What follows belongs to an exercise in optimizing a design on an open flow for small area, a short achievable clock period and few clock cycles; a production flow would make more cautious choices. RTL that was checked went through simulation tests only; none was proved equivalent to the original. Power figures rest on the tool's default switching activity, not on a simulated workload.

## CPU
module CPU(clk, rst, data_out, data_in, address, memwt, reg0);
input clk;
input rst;
input [15:0] data_in;
output [15:0] data_out;
output [11:0] address;
output [15:0] reg0;
output memwt;
reg [15:0] regbank [7:0];
reg [11:0] addr;       
reg [11:0] pc;         
reg        zeroflag;
reg [15:0] opa, opb;   
reg [15:0] sdata;      
reg ex_alu, ex_ldi, ex_ld, ex_st, ex_mem;
reg [7:0] ex_we;       
reg [2:0] ex_rd;
reg s_sum, s_and, s_or, s_xor, cin;
assign memwt = ex_st;
assign data_out = sdata;
assign address = addr;
assign reg0 = regbank[0];
wire [15:0] g = opa & opb;
wire [15:0] p = opa ^ opb;
wire [15:0] o = opa | opb;
wire [15:0] g0 = {g[15:1], g[0] | (p[0] & cin)};
wire [15:0] p0 = p;
wire [15:0] g1, p1, g2, p2, g3, p3, g4, p4;
genvar i;
generate
    for (i = 0; i < 16; i = i + 1) begin : pfx
        if (i & 1) begin
            assign g1[i] = g0[i] | (p0[i] & g0[i - 1]);
            assign p1[i] = p0[i] & p0[i - 1];
        end else begin
            assign g1[i] = g0[i];
            assign p1[i] = p0[i];
        end
        if (i & 2) begin
            assign g2[i] = g1[i] | (p1[i] & g1[(i & ~3) + 1]);
            assign p2[i] = p1[i] & p1[(i & ~3) + 1];
        end else begin
            assign g2[i] = g1[i];
  ...
==> module CPU, before the edit <==
module CPU(clk, rst, data_out, data_in, address, memwt, reg0);
input clk;
input rst;
input [15:0] data_in;
output [15:0] data_out;
output [11:0] address;
output [15:0] reg0;
output memwt;
reg [15:0] regbank [7:0];
reg [11:0] addr;       
reg [11:0] pc;         
reg        zeroflag;
reg [15:0] opa, opb;   
reg [15:0] sdata;      
reg ex_alu, ex_ldi, ex_ld, ex_st, ex_mem;
reg [7:0] ex_we;       
reg [2:0] ex_rd;
reg s_sum, s_and, s_or, s_xor, cin;
assign memwt = ex_st;
assign data_out = sdata;
assign address = addr;
assign reg0 = regbank[0];
wire [15:0] g = opa & opb;
wire [15:0] p = opa ^ opb;
wire [15:0] o = opa | opb;
wire [15:0] g0 = {g[15:1], g[0] | (p[0] & cin)};
wire [15:0] p0 = p;
wire [15:0] g1, p1, g2, p2, g3, p3, g4, p4;
genvar i;
generate
    for (i = 0; i < 16; i = i + 1) begin : pfx
        if (i & 1) begin
            assign g1[i] = g0[i] | (p0[i] & g0[i - 1]);
            assign p1[i] = p0[i] & p0[i - 1];
        end else begin
            assign g1[i] = g0[i];
            assign p1[i] = p0[i];
        end
        if (i & 2) begin
            assign g2[i] = g1[i] | (p1[i] & g1[(i & ~3) + 1]);
            assign p2[i] = p1[i] & p1[(i & ~3) + 1];
        end else begin
            assign g2[i] = g1[i];
            assign p2[i] = p1[i];
        end
        if (i & 4) begin
            assign g3[i] = g2[i] | (p2[i] & g2[(i & ~7) + 3]);
            assign p3[i] = p2[i] & p2[(i & ~7) + 3];
        end else begin
            assign g3[i] = g2[i];
            assign p3[i] = p2[i];
        end
        if (i & 8) begin
            assign g4[i] = g3[i] | (p3[i] & g3[7]);
            assign p4[i] = p3[i] & p3[7];
        end else begin
            assign g4[i] = g3[i];
            assign p4[i] = p3[i];
        end
    end
endgenerate
wire [15:0] carry = {g4[14:0], cin};      
wire [15:0] sum = p ^ carry;
wire [15:0] result = ({16{s_sum}} & sum) | ({16{s_and}} & g) |
                     ({16{s_or}} & o) | ({16{s_xor}} & p);
wire z_sum = ~|(p ^ {o[14:0], cin});
wire z_next = (s_sum & z_sum) | (s_and & ~|g) | (s_or & ~|o) | (s_xor & ~|p) |
              ~(s_sum | s_and | s_or | s_xor);
wire [3:0] op = data_in[15:12];
wire [2:0] f = data_in[11:9];
wire [2:0] u = data_in[8:6];
wire [2:0] sa = data_in[8:6];
wire [2:0] sb = data_in[5:3];
wire fetch = ~ex_mem;
wire [11:0] seq = addr + 12'd1;
wire [15:0] ra = (ex_alu && ex_rd == sa) ? result : regbank[sa];
wire [15:0] rb = (ex_alu && ex_rd == sb) ? result : regbank[sb];
wire is_alu = (op == 4'h7);
wire un = is_alu & (f == 3'h7);                  
wire zf_now = ex_alu ? z_next : zeroflag;
wire take = (op == 4'h5) | ((op == 4'h4) & zf_now);
always @(posedge clk) begin
    opa <= un ? {16{u == 3'h3}} : ra;
    opb <= rb ^ {16{is_alu & ((f == 3'h1) | (un & (u == 3'h1)))}};
    sdata <= ra;
    cin <= (f == 3'h1) | (un & (u == 3'h2));
    s_sum <= (f == 3'h0) | (f == 3'h1) | (un & ~u[2]);
    s_and <= (f == 3'h2);
    s_or  <= (f == 3'h3);
    s_xor <= (f == 3'h4);
    ex_rd <= data_in[2:0];
    if (ex_alu)
        regbank[ex_rd] <= result;
    else if (ex_ldi | ex_ld)
        regbank[ex_rd] <= data_in;
    if (fetch)
        pc <= seq;
    if (rst) begin
        addr <= 12'd0;
        zeroflag <= 1'b0;
        {ex_alu, ex_ldi, ex_ld, ex_st, ex_mem} <= 5'b0;
    end else begin
        zeroflag <= zf_now;
        if (fetch) begin
            ex_alu <= is_alu;
            ex_ldi <= (op == 4'h1);
            ex_ld  <= (op == 4'h2);
            ex_st  <= (op == 4'h3);
            ex_mem <= (op == 4'h1) | (op == 4'h2) | (op == 4'h3);
            if ((op == 4'h2) | (op == 4'h3))
                addr <= rb[11:0];
            else if (take)
                addr <= seq + data_in[11:0];
            else
                addr <= seq;
        end else begin
            {ex_alu, ex_ldi, ex_ld, ex_st, ex_mem} <= 5'b0;
            addr <= ex_ldi ? seq : pc;
        end
    end
end
endmodule
==> flow/config.mk <==
export PLATFORM = sky130hd
export DESIGN_NAME = CPU
export DESIGN_NICKNAME = CPU
export VERILOG_FILES = /design/flow/design.v
export SDC_FILE = /design/flow/constraint.sdc
export NUM_CORES = 4
export LEC_CHECK = 0
export ABC_CLOCK_PERIOD_IN_PS = 3000
export CAP_MARGIN = 20
export CORE_MARGIN = 2
export CORE_UTILIZATION = 40
export SETUP_SLACK_MARGIN = 5.0
export SLEW_MARGIN = 20
==> flow/constraint.sdc <==
create_clock -name core_clock -period 8.0 [get_ports {clk}]
set_input_delay 1.6000 -clock core_clock [delete_from_list [all_inputs] [get_ports {clk}]]
set_output_delay 1.6000 -clock core_clock [all_outputs]
set_load 0.01 [all_outputs]
run.sh (not shown) runs the stock make flow with config.mk's settings and CLKGATE_MAP_FILE= SYNTH_SCRIPT=/design/flow/synth_recipe.tcl, a recipe that flattens the netlist after the stock synthesis.
The starting point finished clean.
==> next run, changes <==
--- a/flow/design.v
+++ b/flow/design.v
@@ -6,20 +6,19 @@
 output [11:0] address;
 output [15:0] reg0;
 output memwt;
 reg [15:0] regbank [7:0];
 reg [11:0] addr;       
-reg [11:0] pc;         
 reg        zeroflag;
-reg [15:0] opa, opb;   
-reg [15:0] sdata;      
+reg [15:0] opa;        
+reg [15:0] opb;        
 reg ex_alu, ex_ldi, ex_ld, ex_st, ex_mem;
 reg [7:0] ex_we;       
 reg [2:0] ex_rd;
 reg s_sum, s_and, s_or, s_xor, cin;
 assign memwt = ex_st;
-assign data_out = sdata;
+assign data_out = opa;
 assign address = addr;
 assign reg0 = regbank[0];
 wire [15:0] g = opa & opb;
 wire [15:0] p = opa ^ opb;
 wire [15:0] o = opa | opb;
@@ -76,47 +75,48 @@
 wire [15:0] ra = (ex_alu && ex_rd == sa) ? result : regbank[sa];
 wire [15:0] rb = (ex_alu && ex_rd == sb) ? result : regbank[sb];
 wire is_alu = (op == 4'h7);
 wire un = is_alu & (f == 3'h7);                  
 wire zf_now = ex_alu ? z_next : zeroflag;
+wire ldst = (op == 4'h2) | (op == 4'h3);
+wire hazard = ex_alu & (ex_rd == sb);
 wire take = (op == 4'h5) | ((op == 4'h4) & zf_now);
 always @(posedge clk) begin
     opa <= un ? {16{u == 3'h3}} : ra;
-    opb <= rb ^ {16{is_alu & ((f == 3'h1) | (un & (u == 3'h1)))}};
-    sdata <= ra;
+    opb <= ldst ? {4'h0, seq} : rb ^ {16{is_alu & ((f == 3'h1) | (un & (u == 3'h1)))}};
     cin <= (f == 3'h1) | (un & (u == 3'h2));
     s_sum <= (f == 3'h0) | (f == 3'h1) | (un & ~u[2]);
     s_and <= (f == 3'h2);
     s_or  <= (f == 3'h3);
     s_xor <= (f == 3'h4);
     ex_rd <= data_in[2:0];
     if (ex_alu)
         regbank[ex_rd] <= result;
     else if (ex_ldi | ex_ld)
         regbank[ex_rd] <= data_in;
-    if (fetch)
-        pc <= seq;
     if (rst) begin
         addr <= 12'd0;
         zeroflag <= 1'b0;
         {ex_alu, ex_ldi, ex_ld, ex_st, ex_mem} <= 5'b0;
     end else begin
         zeroflag <= zf_now;
-        if (fetch) begin
+        if (fetch & ldst & hazard) begin
+            {ex_alu, ex_ldi, ex_ld, ex_st, ex_mem} <= 5'b0;
+        end else if (fetch) begin
             ex_alu <= is_alu;
             ex_ldi <= (op == 4'h1);
             ex_ld  <= (op == 4'h2);
             ex_st  <= (op == 4'h3);
-            ex_mem <= (op == 4'h1) | (op == 4'h2) | (op == 4'h3);
-            if ((op == 4'h2) | (op == 4'h3))
-                addr <= rb[11:0];
+            ex_mem <= (op == 4'h1) | ldst;
+            if (ldst)
+                addr <= regbank[sb][11:0];
             else if (take)
                 addr <= seq + data_in[11:0];
             else
                 addr <= seq;
         end else begin
             {ex_alu, ex_ldi, ex_ld, ex_st, ex_mem} <= 5'b0;
-            addr <= ex_ldi ? seq : pc;
+            addr <= ex_ldi ? seq : opb[11:0];
         end
     end
 end
 endmodule
Outcome:
- non-clock buffer count came out higher by 22
- via count is higher by 3.2%
- design area goes down by 1.4%
- die area drops by 4.2%
- routed wire length rises by 3.9%
- area after synthesis fell by 4.3%
Testbench counts after the change, summed over its fixed seeds: cycles 36,768.
No functional check of the RTL was part of the first run of this note.

========
The RTL this note starts from:
==> flow/design.v <==
module CPU(clk, rst, data_out, data_in, address, memwt, reg0);
input clk;
input rst;
input [15:0] data_in;
output [15:0] data_out;
output [11:0] address;
output [15:0] reg0;
output memwt;
reg [15:0] regbank [7:0];
reg [11:0] addr;       
reg        zeroflag;
reg [15:0] opa;        
reg [15:0] opb;        
reg ex_alu, ex_ldi, ex_ld, ex_st, ex_mem;
reg [2:0] ex_rd;
reg s_sum, s_and, s_or, s_xor, s_inv;
assign memwt = ex_st;
assign data_out = opa;
assign address = addr;
assign reg0 = regbank[0];
function [15:0] carries;
    input [15:0] x, y;
    reg [15:0] g, p, g1, p1, g2, p2, g3, p3, c;
    integer k;
    begin
        g = x & y;
        p = x ^ y;
        for (k = 0; k < 16; k = k + 1) begin
            if (k & 1) begin
                g1[k] = g[k] | (p[k] & g[k - 1]);
                p1[k] = p[k] & p[k - 1];
            end else begin
                g1[k] = g[k];
                p1[k] = p[k];
            end
        end
        g1[1] = g[1] | ((p[1] & x[0]) & y[0]);
        for (k = 0; k < 16; k = k + 1) begin
            if (k & 2) begin
                g2[k] = g1[k] | (p1[k] & g1[(k & ~3) + 1]);
                p2[k] = p1[k] & p1[(k & ~3) + 1];
            end else begin
                g2[k] = g1[k];
                p2[k] = p1[k];
            end
        end
        for (k = 0; k < 16; k = k + 1) begin
            if (k & 4) begin
                g3[k] = g2[k] | (p2[k] & g2[(k & ~7) + 3]);
                p3[k] = p2[k] & p2[(k & ~7) + 3];
            end else begin
                g3[k] = g2[k];
                p3[k] = p2[k];
            end
        end
        c[0] = 1'b0;
        for (k = 0; k < 15; k = k + 1) begin
            if (k & 8)
                c[k + 1] = g3[k] | (p3[k] & g3[7]);
            else
                c[k + 1] = g3[k];
        end
        c[3] = (g[2] | (p[2] & g[1])) | ((p[2] & p[1]) & g[0]);
        c[5] = (g[4] | (p[4] & g[3])) | ((p[4] & p[3]) & c[3]);
        c[9] = (g[8] | (p[8] & g[7])) | ((p[8] & p[7]) & g3[6]);
        carries = c;
    end
endfunction
wire [15:0] g = opa & opb;
wire [15:0] p = opa ^ opb;
wire [15:0] o = opa | opb;
wire [15:0] carry = carries(opa, opb);     
wire [15:0] sum = (p ^ {16{s_inv}}) ^ carry;
wire [15:0] result = ({16{s_sum}} & sum) | ({16{s_and}} & g) |
                     ({16{s_or}} & o) | ({16{s_xor}} & p);
wire z_add = ~|(p ^ {o[14:0], 1'b0});
wire z_sum = s_inv ? &p : z_add;
wire z_next = (s_sum & z_sum) | (s_and & ~|g) | (s_or & ~|o) | (s_xor & ~|p) |
              ~(s_sum | s_and | s_or | s_xor);
wire [3:0] op = data_in[15:12];
wire [2:0] f = data_in[11:9];
wire [2:0] u = data_in[8:6];
wire [2:0] sa = data_in[8:6];
wire [2:0] sb = data_in[5:3];
wire fetch = ~ex_mem;
wire [11:0] seq = addr + 12'd1;
wire [15:0] rb_bank = regbank[sb];
wire [15:0] ra = (ex_alu && ex_rd == sa) ? result : regbank[sa];
wire [15:0] rb = (ex_alu && ex_rd == sb) ? result : rb_bank;
wire is_alu = (op == 4'h7);
wire un = is_alu & (f == 3'h7);                  
wire sub = is_alu & (f == 3'h1);
wire zf_now = ex_alu ? z_next : zeroflag;
wire ldst = (op == 4'h2) | (op == 4'h3);
wire hazard = ex_alu & (ex_rd == sb);
wire take = (op == 4'h5) | ((op == 4'h4) & zf_now);
wire [15:0] jc = carries({4'h0, seq}, {4'h0, data_in[11:0]});
wire [11:0] target = seq ^ data_in[11:0] ^ jc[11:0];
wire n_rb   = ~rst & fetch & ldst & ~hazard;
wire n_hold = ~rst & fetch & ldst & hazard;
wire n_jmp  = ~rst & fetch & ~ldst & take;
wire n_seq  = ~rst & ((fetch & ~ldst & ~take) | ex_ldi);
wire n_pc   = ~rst & ~fetch & ~ex_ldi;
wire [11:0] addr_next = ({12{n_rb}} & rb_bank[11:0]) | ({12{n_hold}} & addr) |
                        ({12{n_jmp}} & target) | ({12{n_seq}} & seq) |
                        ({12{n_pc}} & opb[11:0]);
always @(posedge clk) begin
    opa <= un ? {{15{u == 3'h3}}, (u == 3'h2) | (u == 3'h3)} : ra ^ {16{sub}};
    opb <= ldst ? {4'h0, seq} : rb;
    s_inv <= (f == 3'h1) | ((f == 3'h7) & (u == 3'h1));
    s_sum <= (f == 3'h0) | (f == 3'h1) | (un & ~u[2]);
    s_and <= (f == 3'h2);
    s_or  <= (f == 3'h3);
    s_xor <= (f == 3'h4);
    ex_rd <= data_in[2:0];
    if (ex_alu)
        regbank[ex_rd] <= result;
    else if (ex_ldi | ex_ld)
        regbank[ex_rd] <= data_in;
    addr <= addr_next;
    if (rst) begin
        zeroflag <= 1'b0;
        {ex_alu, ex_ldi, ex_ld, ex_st, ex_mem} <= 5'b0;
    end else begin
        zeroflag <= zf_now;
        if (fetch & ldst & hazard) begin
            {ex_alu, ex_ldi, ex_ld, ex_st, ex_mem} <= 5'b0;
        end else if (fetch) begin
            ex_alu <= is_alu;
            ex_ldi <= (op == 4'h1);
            ex_ld  <= (op == 4'h2);
            ex_st  <= (op == 4'h3);
            ex_mem <= (op == 4'h1) | ldst;
        end else begin
            {ex_alu, ex_ldi, ex_ld, ex_st, ex_mem} <= 5'b0;
        end
    end
end
endmodule
==> flow/config.mk <==
export PLATFORM = sky130hd
export DESIGN_NAME = CPU
export DESIGN_NICKNAME = CPU
export VERILOG_FILES = /design/flow/design.v
export SDC_FILE = /design/flow/constraint.sdc
export NUM_CORES = 4
export LEC_CHECK = 0
export ABC_CLOCK_PERIOD_IN_PS = 3000
export CAP_MARGIN = 20
export CORE_MARGIN = 2
export CORE_UTILIZATION = 50
export CTS_BUF_LIST = sky130_fd_sc_hd__clkbuf_8
export CTS_CLUSTER_DIAMETER = 100
export CTS_CLUSTER_SIZE = 24
export SETUP_SLACK_MARGIN = 5.0
export SLEW_MARGIN = 20
==> flow/constraint.sdc <==
create_clock -name core_clock -period 8.0 [get_ports {clk}]
set_input_delay 1.6000 -clock core_clock [delete_from_list [all_inputs] [get_ports {clk}]]
set_output_delay 1.6000 -clock core_clock [all_outputs]
set_load 0.01 [all_outputs]
standard.sh (not shown) runs the stock make flow with config.mk's settings and CLKGATE_MAP_FILE= SYNTH_SCRIPT=/design/flow/synth_recipe.tcl, a recipe that flattens the netlist after the stock synthesis.
==> flow/flow/run.sh <==
#!/bin/bash
# The standard layout (the standard.sh), except that the port buffers are
# plain buf_1 cells: the default choice is a delay cell, slower and larger.
set -euo pipefail
bash standard.sh "BUFFER_PORTS_ARGS=-buffer_cell sky130_fd_sc_hd__buf_1" finish > standard.log 2>&1
Edit:
--- a/flow/design.v
+++ b/flow/design.v
@@ -5,12 +5,13 @@
 output [15:0] data_out;
 output [11:0] address;
 output [15:0] reg0;
 output memwt;
 reg [15:0] regbank [7:0];
 reg [11:0] addr;       
+reg [11:0] pc;         
 reg        zeroflag;
 reg [15:0] opa;        
 reg [15:0] opb;        
 reg ex_alu, ex_ldi, ex_ld, ex_st, ex_mem;
 reg [2:0] ex_rd;
 reg s_sum, s_and, s_or, s_xor, s_inv;
@@ -100,26 +101,28 @@
 wire n_hold = ~rst & fetch & ldst & hazard;
 wire n_jmp  = ~rst & fetch & ~ldst & take;
 wire n_seq  = ~rst & ((fetch & ~ldst & ~take) | ex_ldi);
 wire n_pc   = ~rst & ~fetch & ~ex_ldi;
 wire [11:0] addr_next = ({12{n_rb}} & rb_bank[11:0]) | ({12{n_hold}} & addr) |
                         ({12{n_jmp}} & target) | ({12{n_seq}} & seq) |
-                        ({12{n_pc}} & opb[11:0]);
+                        ({12{n_pc}} & pc);
 always @(posedge clk) begin
     opa <= un ? {{15{u == 3'h3}}, (u == 3'h2) | (u == 3'h3)} : ra ^ {16{sub}};
-    opb <= ldst ? {4'h0, seq} : rb;
+    opb <= rb;
     s_inv <= (f == 3'h1) | ((f == 3'h7) & (u == 3'h1));
     s_sum <= (f == 3'h0) | (f == 3'h1) | (un & ~u[2]);
     s_and <= (f == 3'h2);
     s_or  <= (f == 3'h3);
     s_xor <= (f == 3'h4);
     ex_rd <= data_in[2:0];
     if (ex_alu)
         regbank[ex_rd] <= result;
     else if (ex_ldi | ex_ld)
         regbank[ex_rd] <= data_in;
+    if (fetch)
+        pc <= seq;
     addr <= addr_next;
     if (rst) begin
         zeroflag <= 1'b0;
         {ex_alu, ex_ldi, ex_ld, ex_st, ex_mem} <= 5'b0;
     end else begin
         zeroflag <= zf_now;
=> The changed run went through all stages and came out clean. Area after synthesis climbs by 1.9%. Fmax climbs by about 1.8%. Wire length drops by about 3.4%. Cell count climbs by 0.90%. Combinational power drops by about 0.8%. Setup slack is better by 53 ps.
Testbench counts after the change, summed over its fixed seeds: cycles 36,768.
Only the layout flow was run in the first run of this note; the RTL was not checked for function there.

## static timing again, ports no longer ideal
How much do the figures lean on ideal ports? The routed layouts below were timed once more, with nothing changed but the port constraints. Step 1, drivers: a clkbuf_16 drives clk and a buf_2 each remaining input, both assumed. Step 2 moves the port delays by t, midway between the first and last clock arrival at a register: inputs arrive t later, outputs are due t later. That takes back most of the time a late clock gives input paths. a / b / c = ideal ports / drivers / drivers and shift; a / b = the first two.
| run | shift t [ns] | setup WS [ns] | clock arrival spread, ns | pins driven straight from the clock port |
|---|---|---|---|---|
| the first run of note 1 | 0.577 | 4.681 / 4.681 / 4.164 | 0.022 / 0.022 | 1 |
| the second run of note 1 | 0.481 | 4.740 / 4.740 / 4.364 | 0.019 / 0.019 | 1 |
| the first run of note 2 | 0.515 | 5.006 / 4.992 / 4.477 | 0.012 / 0.012 | 1 |
| the second run of note 2 | 0.524 | 5.058 / 5.058 / 4.537 | 0.016 / 0.016 | 1 |
After both steps setup and hold are still met in every run listed. For the first run of note 2, which loses most, drivers alone change the setup slack by -0.014 ns; drivers and shift together by -0.529 ns.
